This design comes from an exercise in tuning for small area on the open sky130 flow, not from production work. Where RTL was checked, it was by simulation tests only, not by an equivalence proof against the original. Power and IR drop assume default switching activity.

==> maple: inputs <==
## seg_led_top
module seg_led_top(
    input sys_clk,
    input sys_rst_n,
    input [3:0] keys,
    output [3:0] leds,
    output [5:0] seg_sel,
    output [7:0] seg_led
);
==> flow/config.mk <==
export PLATFORM = sky130hd
export DESIGN_NAME = seg_led_top
export DESIGN_NICKNAME = seg_led_top
export VERILOG_FILES = /design/flow/design.v
export SDC_FILE = /design/flow/constraint.sdc
export NUM_CORES = 4
export LEC_CHECK = 0
export CAP_MARGIN = 20
export CORE_MARGIN = 2
export CORE_UTILIZATION = 60
export CTS_BUF_LIST = sky130_fd_sc_hd__clkbuf_16
export CTS_CLUSTER_DIAMETER = 100
export CTS_CLUSTER_SIZE = 24
export SLEW_MARGIN = 20
==> flow/constraint.sdc <==
create_clock -name core_clock -period 20.0 [get_ports {sys_clk}]
set_input_delay 4.0000 -clock core_clock [delete_from_list [all_inputs] [get_ports {sys_clk}]]
set_output_delay 4.0000 -clock core_clock [all_outputs]
set_load 0.01 [all_outputs]
run.sh (not shown) runs the stock make flow with config.mk's settings and CLKGATE_MAP_FILE= SYNTH_SCRIPT=/design/flow/synth_recipe.tcl, a recipe that flattens the netlist after the stock synthesis.
==> lagoon (differences from maple) <==
--- a/flow/design.v
+++ b/flow/design.v
@@ -6,28 +6,28 @@
 );
     localparam [5:0] S40 = 6'b101000;
     localparam [5:0] S1  = 6'b100000;
     reg key_d0;
     reg key_d1;
     reg key_filtered;
     reg [5:0] lfsr;
     wire hit = (lfsr == S1);
-    always @(posedge clk)
-        lfsr <= (key_d1 != key_d0) ? S40 : {lfsr[4:0], lfsr[5] ^ lfsr[4]};
     always @(posedge clk or negedge rst_n) begin
         if (!rst_n) begin
             key_d0 <= 1'b1;
             key_d1 <= 1'b1;
             key_filtered <= 1'b1;
+            lfsr <= 6'd0;
             ev <= 1'b0;
         end
         else begin
             key_d0 <= key;
             key_d1 <= key_d0;
+            lfsr <= (key_d1 != key_d0) ? S40 : {lfsr[4:0], lfsr[5] ^ lfsr[4]};
             if (hit)
                 key_filtered <= key_d1;
             ev <= hit & key_filtered & ~key_d1;
         end
     end
 endmodule
 module cnt2time(
     input clk,
@@ -106,16 +106,17 @@
                            cs ? 6'd0 : cnt_i[5:0] + 6'd1};
     wire at_mid = (cnt_i[16:12] == 5'd24);
     always @(posedge clk or negedge rst_n) begin
         if (!rst_n) begin
             cnt_i <= 17'd0;
             cnt_j <= 17'd0;
             cnt_tmp <= MIDNIGHT;
             cnt_alm <= MIDNIGHT;
+            reach <= 1'b0;
         end
         else begin
             if (in_tuning && k_confirm)
                 cnt_i <= cnt_j;
             else if (tick) begin
                 if (at_mid)
                     cnt_i <= 17'd0;
                 else if (run)
@@ -126,20 +127,19 @@
             else if (!bad)
                 cnt_j <= r;
             if (!in_atuning)
                 cnt_alm <= cnt_tmp;
             else
                 cnt_alm <= bad ? MIDNIGHT : r;
             if (in_atuning && k_confirm)
                 cnt_tmp <= cnt_alm;
+            reach <= (cnt_j == cnt_alm);
         end
     end
-    always @(posedge clk)
-        reach <= (cnt_j == cnt_alm);
 endmodule
 module tune_offset(
     input clk,
     input rst_n,
     input active,            
     input [1:0] tune,        
     input k_left,
     input k_right,
@@ -175,18 +175,23 @@
     wire s_step = (tune == 2'd1);
     wire s_wrap = up ? (es == 6'd59) : (es == 6'd0);
     wire m_step = (tune == 2'd2) | (s_step & s_wrap);
     wire m_wrap = up ? (em == 6'd59) : (em == 6'd0);
     wire h_step = (tune == 2'd3) | (m_step & m_wrap);
     wire [5:0] es_n = s_wrap ? {~up, ~up, ~up, 1'b0, ~up, ~up} : es + {{5{~up}}, 1'b1};
     wire [5:0] em_n = m_wrap ? {~up, ~up, ~up, 1'b0, ~up, ~up} : em + {{5{~up}}, 1'b1};
     wire [8:0] eh_n = eh + {{8{~up}}, 1'b1};
-    always @(posedge clk) begin
-        if (!active || tune == 2'd0) begin
+    always @(posedge clk or negedge rst_n) begin
+        if (!rst_n) begin
+            eh <= 9'd0;
+            em <= 6'd0;
+            es <= 6'd0;
+        end
+        else if (!active || tune == 2'd0) begin
             eh <= 9'd0;
             em <= 6'd0;
             es <= 6'd0;
         end
         else if (step) begin
             if (s_step) es <= es_n;
             if (m_step) em <= em_n;
             if (h_step) eh <= eh_n;
@@ -230,38 +235,37 @@
             S_ALARMTUNING: if (k_cancel | k_confirm) st_nx = S_TUNEALARM;
             S_ALARMING:    if (k_any) st_nx = S_NORM;
             default:       st_nx = S_NORM;
         endcase
     end
     always @(posedge clk or negedge rst_n) begin
         if (!rst_n) begin
             st <= S_INIT;
+            tune <= 2'd0;
             run <= 1'b0;
         end
         else begin
             st <= st_nx;
-            case (st)
-                S_INIT, S_TUNESEL, S_TUNING: run <= 1'b0;
-                S_NORM, S_TUNEALARM, S_ALARMTUNING, S_ALARMING: run <= 1'b1;
-                default: run <= run;
-            endcase
-        end
-    end
-    always @(posedge clk) begin
             if (st == S_TUNESEL || st == S_TUNEALARM) begin
                 case (tune)
                     2'd0: tune <= 2'd1;
                     2'd1: if (k_left) tune <= 2'd2; else if (k_right) tune <= 2'd3;
                     2'd2: if (k_left) tune <= 2'd3; else if (k_right) tune <= 2'd1;
                     default: if (k_left) tune <= 2'd1; else if (k_right) tune <= 2'd2;
                 endcase
             end
             else if (!(st == S_TUNING || st == S_ALARMTUNING))
                 tune <= 2'd0;
+            case (st)
+                S_INIT, S_TUNESEL, S_TUNING: run <= 1'b0;
+                S_NORM, S_TUNEALARM, S_ALARMTUNING, S_ALARMING: run <= 1'b1;
+                default: run <= run;
+            endcase
+        end
     end
 endmodule
 module binary2bcd(
     input clk,
     input rst_n,
     output tick,             
     output p43,              
     output p0,               
@@ -303,34 +307,32 @@
     input clk,
     input rst_n,
     input p43,
     input p0,
     input rot,
     input alarm_next,
     input [16:0] cnt_j,
     input [16:0] cnt_alm,
-    output [5:0] seg_sel,
+    output reg [5:0] seg_sel,
     output [7:0] seg_led
 );
-    reg [2:0] cs;
-    assign seg_sel = {cs != 3'd5, cs != 3'd4, cs != 3'd3, cs != 3'd2, cs != 3'd1, cs != 3'd0};
     reg [16:0] samp;
     reg [16:0] disp;
     reg [3:0] dig;
     reg dot;
     wire [4:0] jh = (cnt_j[16:12] == 5'd24) ? 5'd0 : cnt_j[16:12];
     wire [16:0] v = alarm_next ? cnt_alm : {jh, cnt_j[11:0]};
-    wire sel_s = ~cs[2] & ~cs[1];
-    wire sel_m = ~cs[2] & cs[1];
-    wire sel_h = cs[2] & ~cs[1];
-    wire sel_tens = cs[0];
+    wire sel_s = ~seg_sel[0] | ~seg_sel[1];
+    wire sel_m = ~seg_sel[2] | ~seg_sel[3];
+    wire sel_h = ~seg_sel[4] | ~seg_sel[5];
+    wire sel_tens = ~seg_sel[1] | ~seg_sel[3] | ~seg_sel[5];
     wire [5:0] fld = ({6{sel_s}} & disp[5:0]) | ({6{sel_m}} & disp[11:6]) | ({6{sel_h}} & {1'b0, disp[16:12]});
     wire [3:0] digit = sel_tens ? fld / 6'd10 : fld % 6'd10;
-    wire started = ~(&cs);           
+    wire started = ~(&seg_sel);      
     reg [6:0] pat;
     always @(*) begin
         case (dig)
             4'd0: pat = 7'b1000000;
             4'd1: pat = 7'b1111001;
             4'd2: pat = 7'b0100100;
             4'd3: pat = 7'b0110000;
             4'd4: pat = 7'b0011001;
@@ -342,30 +344,30 @@
             default: pat = 7'b1111111;
         endcase
     end
     assign seg_led = {dot, pat};
     always @(posedge clk or negedge rst_n) begin
         if (!rst_n) begin
             samp <= 17'd0;
             disp <= 17'd0;
-            cs <= 3'd7;
+            seg_sel <= 6'b111111;
             dig <= 4'hf;
             dot <= 1'b1;
         end
         else begin
             if (p43) begin
                 samp <= v;
                 disp <= samp;
             end
             if (rot)
-                cs <= (cs[2] & cs[0]) ? 3'd0 : cs + 3'd1;
+                seg_sel <= {seg_sel[4:0], seg_sel[5] & started};
             if (!(p0 && started)) begin
                 dig <= digit;
-                dot <= ~(cs == 3'd2 || cs == 3'd4);
+                dot <= seg_sel[2] & seg_sel[4];
             end
         end
     end
 endmodule
 module led_ctrl(
     input clk,
     input rst_n,
     input [2:0] st,
- CORE_UTILIZATION: 60 -> 40
- CTS_BUF_LIST: sky130_fd_sc_hd__clkbuf_16 -> sky130_fd_sc_hd__clkbuf_8 sky130_fd_sc_hd__clkbuf_16
- CTS_CLUSTER_DIAMETER: 100 -> 70
- CTS_CLUSTER_SIZE: 24 -> 16
==> run summary <==
After synthesis, the cell types taking the most area are dfrtp_1 (39%), dfstp_2 (6.1%), ha_1 (5.2%). Cell type of the slowest stage on the worst timing path: dfrtp_1. By count the netlist is led by dfrtp_1 (209), nand2_1 (186), o21ai_0 (103).

Relative to the synthesized area, the layout overhead comes to 9.53%. The flow ran to the end and the layout has no timing, DRC or antenna violations. The cell with the most instances after synthesis was dfrtp_1. The library cell used most frequently in the layout, excluding fill and tap cells, is dfrtp_1.

The run gives 20.45 ns as the required time at the worst-slack endpoint. In the final layout, the multi-input gates occupy 6930 sq um. Power comes to 1.79 mW.

In this run, CTS created clock tree buffers numbering 21. The finished layout cell area came out at 14700 sq um. The portion of the layout cell area used by non-clock buffers is 0.0222. Critical path's top delay family: simple AND/OR/NAND/NOR gates. The wire length after detailed routing is 31.4 mm.
(the above is from lagoon)
==> run summary <==
The flow ran to the end and the layout has no timing, DRC or antenna violations. The cell with the most instances after synthesis was nand2_1. After layout, the design draws a total of 1.17 mW. The most common library cell in the layout ignoring fill and taps is nand2_1.

The number of placed I/O pins came out at 24. By count the netlist is led by nand2_1 (188), dfrtp_1 (161), o21ai_0 (109). After routing the design area is 14300 sq um. The delay of the slowest cell on the worst path works out to 0.95 ns. Among cell families on the critical path, the largest total delay comes from compound AO/OA/AOI/OAI gates.

In this run, CTS created clock tree buffers numbering 14. In this run the worst path has a maximum fanout of 49. The cell type of the slowest stage on the worst timing path was a211oi_2. The run gives 20.43 ns as the required time at the worst-slack endpoint. The signed area change from the synthesized netlist to the final layout is 6.19%. Yosys attributes the largest share of cell area to dfrtp_1 (30%), dfxtp_1 (6.8%), ha_1 (5.8%). The startpoint of the worst hold path is u_time_base.l31[3].
(the above is from maple)
Function not checked in lagoon: the RTL went through the layout flow alone.

* * *

==> inputs of run Y <==
Another version of the RTL of seg_led_top (not shown whole).
==> module count, before the edit <==
module count(
    input clk,
    input rst_n,
    input tick,              
    input run,
    input in_tuning,
    input in_atuning,
    input k_confirm,
    input e_neg,             
    input [17:0] abs_c,      
    input [17:0] abs_a,      
    input started,           
    output reg [16:0] cnt_j,
    output reg [16:0] cnt_alm,
    output reg reach
);
    localparam [16:0] MIDNIGHT = {5'd24, 6'd0, 6'd0};
    reg [16:0] cnt_i;
    reg [16:0] cnt_tmp;
    wire [16:0] x = ({17{in_tuning}} & cnt_i) | ({17{in_atuning}} & cnt_tmp);
    wire [17:0] a = ({18{in_tuning}} & abs_c) | ({18{in_atuning}} & abs_a);
    wire [16:0] r;
    wire bad;
    alarm u_add (.x(x), .a(a), .sub(e_neg ^ a[17]), .r(r), .bad(bad));
    wire cs = &{cnt_i[5:3], cnt_i[1:0]};
    wire cm = cs & (&{cnt_i[11:9], cnt_i[7:6]});
    wire [16:0] cnt_inc = {cm ? cnt_i[16:12] + 5'd1 : cnt_i[16:12],
                           cs ? (cm ? 6'd0 : cnt_i[11:6] + 6'd1) : cnt_i[11:6],
                           cs ? 6'd0 : cnt_i[5:0] + 6'd1};
    wire at_mid = cnt_i[16] & cnt_i[15];
    always @(posedge clk or negedge rst_n) begin
        if (!rst_n) begin
            cnt_i <= 17'd0;
            cnt_j <= 17'd0;
            cnt_tmp <= MIDNIGHT;
        end
        else begin
            if (in_tuning && k_confirm)
                cnt_i <= cnt_j;
            else if (tick) begin
                if (at_mid)
                    cnt_i <= 17'd0;
                else if (run)
                    cnt_i <= cnt_inc;
            end
            if (!in_tuning)
                cnt_j <= cnt_i;
            else if (!bad)
                cnt_j <= r;
            if (in_atuning && k_confirm)
                cnt_tmp <= cnt_alm;
        end
    end
    always @(posedge clk) begin
        if (!in_atuning)
            cnt_alm <= cnt_tmp;
        else
            cnt_alm <= bad ? MIDNIGHT : r;
        reach <= started & (cnt_j == cnt_alm);
    end
endmodule
==> module tune_offset, before the edit <==
module tune_offset(
    input clk,
    input rst_n,
    input active,            
    input [1:0] tune,        
    input k_left,
    input k_right,
    output reg [8:0] eh,
    output reg [5:0] em,
    output reg [5:0] es
);
    wire [11:0] ms = {em, es};
    wire h_neg_end = eh[8] & ~eh[7] & ~eh[4];    
    wire h_pos_end = ~eh[8] & eh[7] & eh[4];     
    wire h_m146 = h_neg_end & ~eh[0];
    wire h_m145 = h_neg_end & eh[0];
    wire h_144  = h_pos_end & ~eh[0];
    wire h_145  = h_pos_end & eh[0];
    reg hold_l;
    reg hold_r;
    always @(*) begin
        case (tune)
            2'd3: begin
                hold_l = h_m146 | (h_m145 & (ms <= {6'd21, 6'd52}));    
                hold_r = h_145 | (h_144 & (ms >= {6'd38, 6'd9}));       
            end
            2'd2: begin
                hold_l = h_m146 & (ms <= {6'd22, 6'd52});               
                hold_r = h_145 & (ms >= {6'd37, 6'd9});                 
            end
            default: begin
                hold_l = h_m146 & (ms <= {6'd21, 6'd53});               
                hold_r = h_145 & (ms >= {6'd38, 6'd8});                 
            end
        endcase
    end
    wire up = k_right;
    wire go = (k_left & ~hold_l) | (k_right & ~hold_r);
    wire clr = ~active | (tune == 2'd0);
    wire [5:0] ts = es ^ {6{~up}};
    wire [5:0] tm = em ^ {6{~up}};
    wire [8:0] th = eh ^ {9{~up}};
    wire [5:0] fs = {&ts[4:0], &ts[3:0], &ts[2:0], &ts[1:0], ts[0], 1'b1};
    wire [5:0] fm = {&tm[4:0], &tm[3:0], &tm[2:0], &tm[1:0], tm[0], 1'b1};
    wire [8:0] fh = {&th[7:0], &th[6:0], &th[5:0], &th[4:0], &th[3:0], &th[2:0], &th[1:0], th[0], 1'b1};
    wire s_wrap = up ? (es == 6'd59) : (es == 6'd0);
    wire m_wrap = up ? (em == 6'd59) : (em == 6'd0);
    wire [5:0] wrap_val = {~up, ~up, ~up, 1'b0, ~up, ~up};
    wire s_step = (tune == 2'd1);
    wire m_step = (tune == 2'd2) | (s_step & s_wrap);
    wire h_step = (tune == 2'd3) | (m_step & m_wrap);
    always @(posedge clk) begin
        if (clr) es <= 6'd0;
        else if (go & s_step) es <= s_wrap ? wrap_val : es ^ fs;
        if (clr) em <= 6'd0;
        else if (go & m_step) em <= m_wrap ? wrap_val : em ^ fm;
        if (clr) eh <= 9'd0;
        else if (go & h_step) eh <= eh ^ fh;
    end
endmodule
clock: 20.0 ns
lec_check: 0
cap_margin: 20
core_margin: 2
core_utilization: 40
cts_buf_list: sky130_fd_sc_hd__clkbuf_16
cts_cluster_diameter: 100
cts_cluster_size: 24
slew_margin: 20
==> inputs of run M, as changes to run Y <==
--- a/flow/design.v
+++ b/flow/design.v
@@ -1,20 +1,20 @@
 module key_debounce(
     input clk,
     input rst_n,
     input key,
     output reg ev
 );
-    localparam [5:0] S40 = 6'b010001;
-    localparam [5:0] S1  = 6'b000001;
+    localparam [5:0] S40 = 6'b101000;
+    localparam [5:0] S1  = 6'b100000;
     reg key_d0;
     reg key_d1;
     reg key_filtered;
     reg [5:0] lfsr;
-    wire hit = ~(lfsr[5] | lfsr[4] | lfsr[3] | lfsr[1]);
+    wire hit = (lfsr == S1);
     always @(posedge clk)
         lfsr <= (key_d1 != key_d0) ? S40 : {lfsr[4:0], lfsr[5] ^ lfsr[4]};
     always @(posedge clk or negedge rst_n) begin
         if (!rst_n) begin
             key_d0 <= 1'b1;
             key_d1 <= 1'b1;
             key_filtered <= 1'b1;
@@ -53,63 +53,25 @@
 module alarm(
     input [16:0] x,
     input [17:0] a,
     input sub,
     output [16:0] r,
     output bad
 );
-    function [6:0] add6;
-        input [5:0] p;
-        input [5:0] q;
-        input c;
-        integer i;
-        reg cc;
-        begin
-            cc = c;
-            for (i = 0; i < 6; i = i + 1) begin
-                add6[i] = p[i] ^ q[i] ^ cc;
-                cc = (p[i] & q[i]) | (cc & (p[i] ^ q[i]));
-            end
-            add6[6] = cc;
-        end
-    endfunction
-    function [7:0] add8;
-        input [7:0] p;
-        input [7:0] q;
-        input c;
-        integer i;
-        reg cc;
-        begin
-            cc = c;
-            for (i = 0; i < 8; i = i + 1) begin
-                add8[i] = p[i] ^ q[i] ^ cc;
-                cc = (p[i] & q[i]) | (cc & (p[i] ^ q[i]));
-            end
-        end
-    endfunction
-    function [3:0] step4;
-        input [3:0] p;
-        input dn;
-        reg [3:0] t;
-        begin
-            t = p ^ {4{dn}};
-            step4 = p ^ {&t[2:0], &t[1:0], t[0], 1'b1};
-        end
-    endfunction
-    wire [6:0] ts = add6(x[5:0], a[5:0] ^ {6{sub}}, sub);
+    wire [6:0] ts = {1'b0, x[5:0]} + {1'b0, a[5:0] ^ {6{sub}}} + {6'd0, sub};
     wire add_ovf_s = ts[6] | (&ts[5:2]);
     wire fix_s = sub ? ~ts[6] : add_ovf_s;
     wire cin_m = sub ? ts[6] : add_ovf_s;
-    wire [3:0] us = fix_s ? step4(ts[5:2], sub) : ts[5:2];
-    wire [6:0] tm = add6(x[11:6], a[11:6] ^ {6{sub}}, cin_m);
+    wire [3:0] us = ts[5:2] + (fix_s ? {sub, sub, sub, 1'b1} : 4'd0);
+    wire [6:0] tm = {1'b0, x[11:6]} + {1'b0, a[11:6] ^ {6{sub}}} + {6'd0, cin_m};
     wire add_ovf_m = tm[6] | (&tm[5:2]);
     wire fix_m = sub ? ~tm[6] : add_ovf_m;
     wire cin_h = sub ? tm[6] : add_ovf_m;
-    wire [3:0] um = fix_m ? step4(tm[5:2], sub) : tm[5:2];
-    wire [7:0] rh = add8({3'd0, x[16:12]}, {{2{a[17]}}, a[17:12]} ^ {8{sub}}, cin_h);
+    wire [3:0] um = tm[5:2] + (fix_m ? {sub, sub, sub, 1'b1} : 4'd0);
+    wire [7:0] rh = {3'd0, x[16:12]} + ({{2{a[17]}}, a[17:12]} ^ {8{sub}}) + {7'd0, cin_h};
     assign r = {rh[4:0], um, tm[1:0], us, ts[1:0]};
     assign bad = rh[7] | (rh[6:0] > 7'd24) | ((rh[6:0] == 7'd24) & (|{um, tm[1:0], us, ts[1:0]}));
 endmodule
 module count(
     input clk,
     input rst_n,
     input tick,              
@@ -129,20 +91,20 @@
     reg [16:0] cnt_i;
     reg [16:0] cnt_tmp;
     wire [16:0] x = ({17{in_tuning}} & cnt_i) | ({17{in_atuning}} & cnt_tmp);
     wire [17:0] a = ({18{in_tuning}} & abs_c) | ({18{in_atuning}} & abs_a);
     wire [16:0] r;
     wire bad;
     alarm u_add (.x(x), .a(a), .sub(e_neg ^ a[17]), .r(r), .bad(bad));
-    wire cs = &{cnt_i[5:3], cnt_i[1:0]};
-    wire cm = cs & (&{cnt_i[11:9], cnt_i[7:6]});
+    wire cs = (cnt_i[5:0] == 6'd59);
+    wire cm = cs & (cnt_i[11:6] == 6'd59);
     wire [16:0] cnt_inc = {cm ? cnt_i[16:12] + 5'd1 : cnt_i[16:12],
                            cs ? (cm ? 6'd0 : cnt_i[11:6] + 6'd1) : cnt_i[11:6],
                            cs ? 6'd0 : cnt_i[5:0] + 6'd1};
-    wire at_mid = cnt_i[16] & cnt_i[15];
+    wire at_mid = (cnt_i[16:12] == 5'd24);
     always @(posedge clk or negedge rst_n) begin
         if (!rst_n) begin
             cnt_i <= 17'd0;
             cnt_j <= 17'd0;
             cnt_tmp <= MIDNIGHT;
         end
         else begin
@@ -347,15 +309,15 @@
 );
     reg [2:0] cs;
     assign seg_sel = {cs != 3'd5, cs != 3'd4, cs != 3'd3, cs != 3'd2, cs != 3'd1, cs != 3'd0};
     reg [16:0] samp;
     reg [16:0] disp;
     reg [3:0] dig;
     reg dot;
-    wire [4:0] jh = {cnt_j[16] & ~cnt_j[15], cnt_j[15] & ~cnt_j[16], cnt_j[14:12]};
+    wire [4:0] jh = (cnt_j[16:12] == 5'd24) ? 5'd0 : cnt_j[16:12];
     wire [16:0] v = alarm_next ? cnt_alm : {jh, cnt_j[11:0]};
     wire sel_s = ~cs[2] & ~cs[1];
     wire sel_m = ~cs[2] & cs[1];
     wire sel_h = cs[2] & ~cs[1];
     wire sel_tens = cs[0];
     wire [5:0] fld = ({6{sel_s}} & disp[5:0]) | ({6{sel_m}} & disp[11:6]) | ({6{sel_h}} & {1'b0, disp[16:12]});
     wire [3:0] digit = sel_tens ? fld / 6'd10 : fld % 6'd10;
- GPL_ROUTABILITY_DRIVEN: not set -> 0
- GPL_TIMING_DRIVEN: not set -> 0
==> inputs of run D, as changes to run Y <==
--- a/flow/design.v
+++ b/flow/design.v
@@ -1,20 +1,20 @@
 module key_debounce(
     input clk,
     input rst_n,
     input key,
     output reg ev
 );
-    localparam [5:0] S40 = 6'b010001;
-    localparam [5:0] S1  = 6'b000001;
+    localparam [5:0] S40 = 6'b101000;
+    localparam [5:0] S1  = 6'b100000;
     reg key_d0;
     reg key_d1;
     reg key_filtered;
     reg [5:0] lfsr;
-    wire hit = ~(lfsr[5] | lfsr[4] | lfsr[3] | lfsr[1]);
+    wire hit = (lfsr == S1);
     always @(posedge clk)
         lfsr <= (key_d1 != key_d0) ? S40 : {lfsr[4:0], lfsr[5] ^ lfsr[4]};
     always @(posedge clk or negedge rst_n) begin
         if (!rst_n) begin
             key_d0 <= 1'b1;
             key_d1 <= 1'b1;
             key_filtered <= 1'b1;
@@ -53,63 +53,25 @@
 module alarm(
     input [16:0] x,
     input [17:0] a,
     input sub,
     output [16:0] r,
     output bad
 );
-    function [6:0] add6;
-        input [5:0] p;
-        input [5:0] q;
-        input c;
-        integer i;
-        reg cc;
-        begin
-            cc = c;
-            for (i = 0; i < 6; i = i + 1) begin
-                add6[i] = p[i] ^ q[i] ^ cc;
-                cc = (p[i] & q[i]) | (cc & (p[i] ^ q[i]));
-            end
-            add6[6] = cc;
-        end
-    endfunction
-    function [7:0] add8;
-        input [7:0] p;
-        input [7:0] q;
-        input c;
-        integer i;
-        reg cc;
-        begin
-            cc = c;
-            for (i = 0; i < 8; i = i + 1) begin
-                add8[i] = p[i] ^ q[i] ^ cc;
-                cc = (p[i] & q[i]) | (cc & (p[i] ^ q[i]));
-            end
-        end
-    endfunction
-    function [3:0] step4;
-        input [3:0] p;
-        input dn;
-        reg [3:0] t;
-        begin
-            t = p ^ {4{dn}};
-            step4 = p ^ {&t[2:0], &t[1:0], t[0], 1'b1};
-        end
-    endfunction
-    wire [6:0] ts = add6(x[5:0], a[5:0] ^ {6{sub}}, sub);
+    wire [6:0] ts = {1'b0, x[5:0]} + {1'b0, a[5:0] ^ {6{sub}}} + {6'd0, sub};
     wire add_ovf_s = ts[6] | (&ts[5:2]);
     wire fix_s = sub ? ~ts[6] : add_ovf_s;
     wire cin_m = sub ? ts[6] : add_ovf_s;
-    wire [3:0] us = fix_s ? step4(ts[5:2], sub) : ts[5:2];
-    wire [6:0] tm = add6(x[11:6], a[11:6] ^ {6{sub}}, cin_m);
+    wire [3:0] us = ts[5:2] + (fix_s ? {sub, sub, sub, 1'b1} : 4'd0);
+    wire [6:0] tm = {1'b0, x[11:6]} + {1'b0, a[11:6] ^ {6{sub}}} + {6'd0, cin_m};
     wire add_ovf_m = tm[6] | (&tm[5:2]);
     wire fix_m = sub ? ~tm[6] : add_ovf_m;
     wire cin_h = sub ? tm[6] : add_ovf_m;
-    wire [3:0] um = fix_m ? step4(tm[5:2], sub) : tm[5:2];
-    wire [7:0] rh = add8({3'd0, x[16:12]}, {{2{a[17]}}, a[17:12]} ^ {8{sub}}, cin_h);
+    wire [3:0] um = tm[5:2] + (fix_m ? {sub, sub, sub, 1'b1} : 4'd0);
+    wire [7:0] rh = {3'd0, x[16:12]} + ({{2{a[17]}}, a[17:12]} ^ {8{sub}}) + {7'd0, cin_h};
     assign r = {rh[4:0], um, tm[1:0], us, ts[1:0]};
     assign bad = rh[7] | (rh[6:0] > 7'd24) | ((rh[6:0] == 7'd24) & (|{um, tm[1:0], us, ts[1:0]}));
 endmodule
 module count(
     input clk,
     input rst_n,
     input tick,              
@@ -129,20 +91,20 @@
     reg [16:0] cnt_i;
     reg [16:0] cnt_tmp;
     wire [16:0] x = ({17{in_tuning}} & cnt_i) | ({17{in_atuning}} & cnt_tmp);
     wire [17:0] a = ({18{in_tuning}} & abs_c) | ({18{in_atuning}} & abs_a);
     wire [16:0] r;
     wire bad;
     alarm u_add (.x(x), .a(a), .sub(e_neg ^ a[17]), .r(r), .bad(bad));
-    wire cs = &{cnt_i[5:3], cnt_i[1:0]};
-    wire cm = cs & (&{cnt_i[11:9], cnt_i[7:6]});
+    wire cs = (cnt_i[5:0] == 6'd59);
+    wire cm = cs & (cnt_i[11:6] == 6'd59);
     wire [16:0] cnt_inc = {cm ? cnt_i[16:12] + 5'd1 : cnt_i[16:12],
                            cs ? (cm ? 6'd0 : cnt_i[11:6] + 6'd1) : cnt_i[11:6],
                            cs ? 6'd0 : cnt_i[5:0] + 6'd1};
-    wire at_mid = cnt_i[16] & cnt_i[15];
+    wire at_mid = (cnt_i[16:12] == 5'd24);
     always @(posedge clk or negedge rst_n) begin
         if (!rst_n) begin
             cnt_i <= 17'd0;
             cnt_j <= 17'd0;
             cnt_tmp <= MIDNIGHT;
         end
         else begin
@@ -347,15 +309,15 @@
 );
     reg [2:0] cs;
     assign seg_sel = {cs != 3'd5, cs != 3'd4, cs != 3'd3, cs != 3'd2, cs != 3'd1, cs != 3'd0};
     reg [16:0] samp;
     reg [16:0] disp;
     reg [3:0] dig;
     reg dot;
-    wire [4:0] jh = {cnt_j[16] & ~cnt_j[15], cnt_j[15] & ~cnt_j[16], cnt_j[14:12]};
+    wire [4:0] jh = (cnt_j[16:12] == 5'd24) ? 5'd0 : cnt_j[16:12];
     wire [16:0] v = alarm_next ? cnt_alm : {jh, cnt_j[11:0]};
     wire sel_s = ~cs[2] & ~cs[1];
     wire sel_m = ~cs[2] & cs[1];
     wire sel_h = cs[2] & ~cs[1];
     wire sel_tens = cs[0];
     wire [5:0] fld = ({6{sel_s}} & disp[5:0]) | ({6{sel_m}} & disp[11:6]) | ({6{sel_h}} & {1'b0, disp[16:12]});
     wire [3:0] digit = sel_tens ? fld / 6'd10 : fld % 6'd10;
- CTS_CLUSTER_DIAMETER: 100 -> 110
- CTS_CLUSTER_SIZE: 24 -> 30
==> inputs of run P, as changes to run Y <==
--- a/flow/design.v
+++ b/flow/design.v
@@ -139,34 +139,37 @@
                            cs ? (cm ? 6'd0 : cnt_i[11:6] + 6'd1) : cnt_i[11:6],
                            cs ? 6'd0 : cnt_i[5:0] + 6'd1};
     wire at_mid = cnt_i[16] & cnt_i[15];
     always @(posedge clk or negedge rst_n) begin
         if (!rst_n) begin
             cnt_i <= 17'd0;
             cnt_j <= 17'd0;
-            cnt_tmp <= MIDNIGHT;
         end
         else begin
             if (in_tuning && k_confirm)
                 cnt_i <= cnt_j;
             else if (tick) begin
                 if (at_mid)
                     cnt_i <= 17'd0;
                 else if (run)
                     cnt_i <= cnt_inc;
             end
             if (!in_tuning)
                 cnt_j <= cnt_i;
             else if (!bad)
                 cnt_j <= r;
-            if (in_atuning && k_confirm)
-                cnt_tmp <= cnt_alm;
         end
     end
     always @(posedge clk) begin
+        if (~started)
+            cnt_tmp <= MIDNIGHT;
+        else if (in_atuning && k_confirm)
+            cnt_tmp <= cnt_alm;
+    end
+    always @(posedge clk) begin
         if (!in_atuning)
             cnt_alm <= cnt_tmp;
         else
             cnt_alm <= bad ? MIDNIGHT : r;
         reach <= started & (cnt_j == cnt_alm);
     end
 endmodule
@@ -189,30 +192,30 @@
     wire h_144  = h_pos_end & ~eh[0];
     wire h_145  = h_pos_end & eh[0];
     reg hold_l;
     reg hold_r;
     always @(*) begin
         case (tune)
             2'd3: begin
-                hold_l = h_m146 | (h_m145 & (ms <= {6'd21, 6'd52}));    
-                hold_r = h_145 | (h_144 & (ms >= {6'd38, 6'd9}));       
+                hold_l = h_neg_end;                                     
+                hold_r = h_145;                                         
             end
             2'd2: begin
                 hold_l = h_m146 & (ms <= {6'd22, 6'd52});               
                 hold_r = h_145 & (ms >= {6'd37, 6'd9});                 
             end
             default: begin
                 hold_l = h_m146 & (ms <= {6'd21, 6'd53});               
                 hold_r = h_145 & (ms >= {6'd38, 6'd8});                 
             end
         endcase
     end
     wire up = k_right;
     wire go = (k_left & ~hold_l) | (k_right & ~hold_r);
-    wire clr = ~active | (tune == 2'd0);
+    wire clr = ~active;      
     wire [5:0] ts = es ^ {6{~up}};
     wire [5:0] tm = em ^ {6{~up}};
     wire [8:0] th = eh ^ {9{~up}};
     wire [5:0] fs = {&ts[4:0], &ts[3:0], &ts[2:0], &ts[1:0], ts[0], 1'b1};
     wire [5:0] fm = {&tm[4:0], &tm[3:0], &tm[2:0], &tm[1:0], tm[0], 1'b1};
     wire [8:0] fh = {&th[7:0], &th[6:0], &th[5:0], &th[4:0], &th[3:0], &th[2:0], &th[1:0], th[0], 1'b1};
     wire s_wrap = up ? (es == 6'd59) : (es == 6'd0);
- CTS_CLUSTER_DIAMETER: 100 -> 110
- CTS_CLUSTER_SIZE: 24 -> 30
==> results.sh <==
export IMPL_outcome="no timing/DRC/antenna violations"
export IMPL_comb_cell_power_mw=0.116
export IMPL_signal_buffer_area_fraction=0.0233
export IMPL_period_share=0.387
export IMPL_synth_net_count=1279
export IMPL_critPathArrivalTime_ns=8.12
export IMPL_area_delta_synth_final_pct=6.97
export IMPL_fin_util=0.435
export IMPL_routedWlPerCell_um=17.1
export IMPL_placed_cells=1586
export IMPL_fmax_mhz=129
export IMPL_regToRegEndpoint="u_count.cnt_j[6]"
the above is filed under run D

==> results.sh <==
export IMPL_regToRegEndpoint="u_count.cnt_alm[15]"
export IMPL_outcome="no timing/DRC/antenna violations"
export IMPL_comb_cell_power_mw=0.252
export IMPL_area_delta_synth_final_pct=6.62
export IMPL_period_share=0.568
export IMPL_critPathArrivalTime_ns=11.74
the above is filed under run P

==> results.sh <==
export IMPL_outcome="no timing/DRC/antenna violations"
export IMPL_critPathArrivalTime_ns=11.20
export IMPL_synthSimpleGateAreaFrac=0.176
export IMPL_period_share=0.542
export IMPL_signal_buffer_area_fraction=0.0228
export IMPL_placed_cells=1574
export IMPL_seq_area_sq_mm=0.00601
export IMPL_area_delta_synth_final_pct=7.14
export IMPL_fin_util=0.435
export IMPL_synth_net_count=1267
the above is filed under run Y

==> results.sh <==
export IMPL_critPathArrivalTime_ns=8.93
export IMPL_synth_net_count=1279
export IMPL_outcome="no timing/DRC/antenna violations"
export IMPL_placed_cells=1639
export IMPL_synth_async_sr_flop_share=0.430
export IMPL_routedWlPerCell_um=17.9
export IMPL_comb_cell_power_mw=0.130
export IMPL_signal_buffer_area_fraction=0.0380
export IMPL_regToRegEndpoint="u_count.cnt_j[8]"
export IMPL_period_share=0.427
export IMPL_area_delta_synth_final_pct=9.05
the above is filed under run M

-- port drivers added, routing unchanged --
Ports are ideal in the flow. The routed layouts listed here were re-timed in OpenROAD. Step 1 (the two cells are an assumption about what drives the block):
set clk [get_ports {sys_clk}]
set_driving_cell -lib_cell sky130_fd_sc_hd__clkbuf_16 $clk
set_driving_cell -lib_cell sky130_fd_sc_hd__buf_2 [delete_from_list [all_inputs] $clk]
Step 2 also shifts input and output timing later by t, the mid clock arrival at the registers, as if the neighbouring blocks saw the same clock. a / b / c = ideal / step 1 / step 2; a / b = the first two.
| run | t (ns) | setup WS [ns] | worst setup path at the end | worst slew at a driven data input, ns |
|---|---|---|---|---|
| maple | 0.530 | 11.108 / 11.108 / 11.108 | register to register | 0.06 |
| lagoon | 0.560 | 11.404 / 11.404 / 11.404 | register to register | 0.05 |
| run Y | 0.531 | 9.168 / 9.168 / 9.168 | register to register | 0.04 |
| run M | 0.532 | 11.453 / 11.453 / 11.453 | register to register | 0.05 |
| run D | 0.514 | 12.261 / 12.261 / 12.261 | register to register | 0.04 |
| run P | 0.520 | 8.635 / 8.635 / 8.635 | register to register | 0.04 |
After both steps every run listed still meets setup and hold.
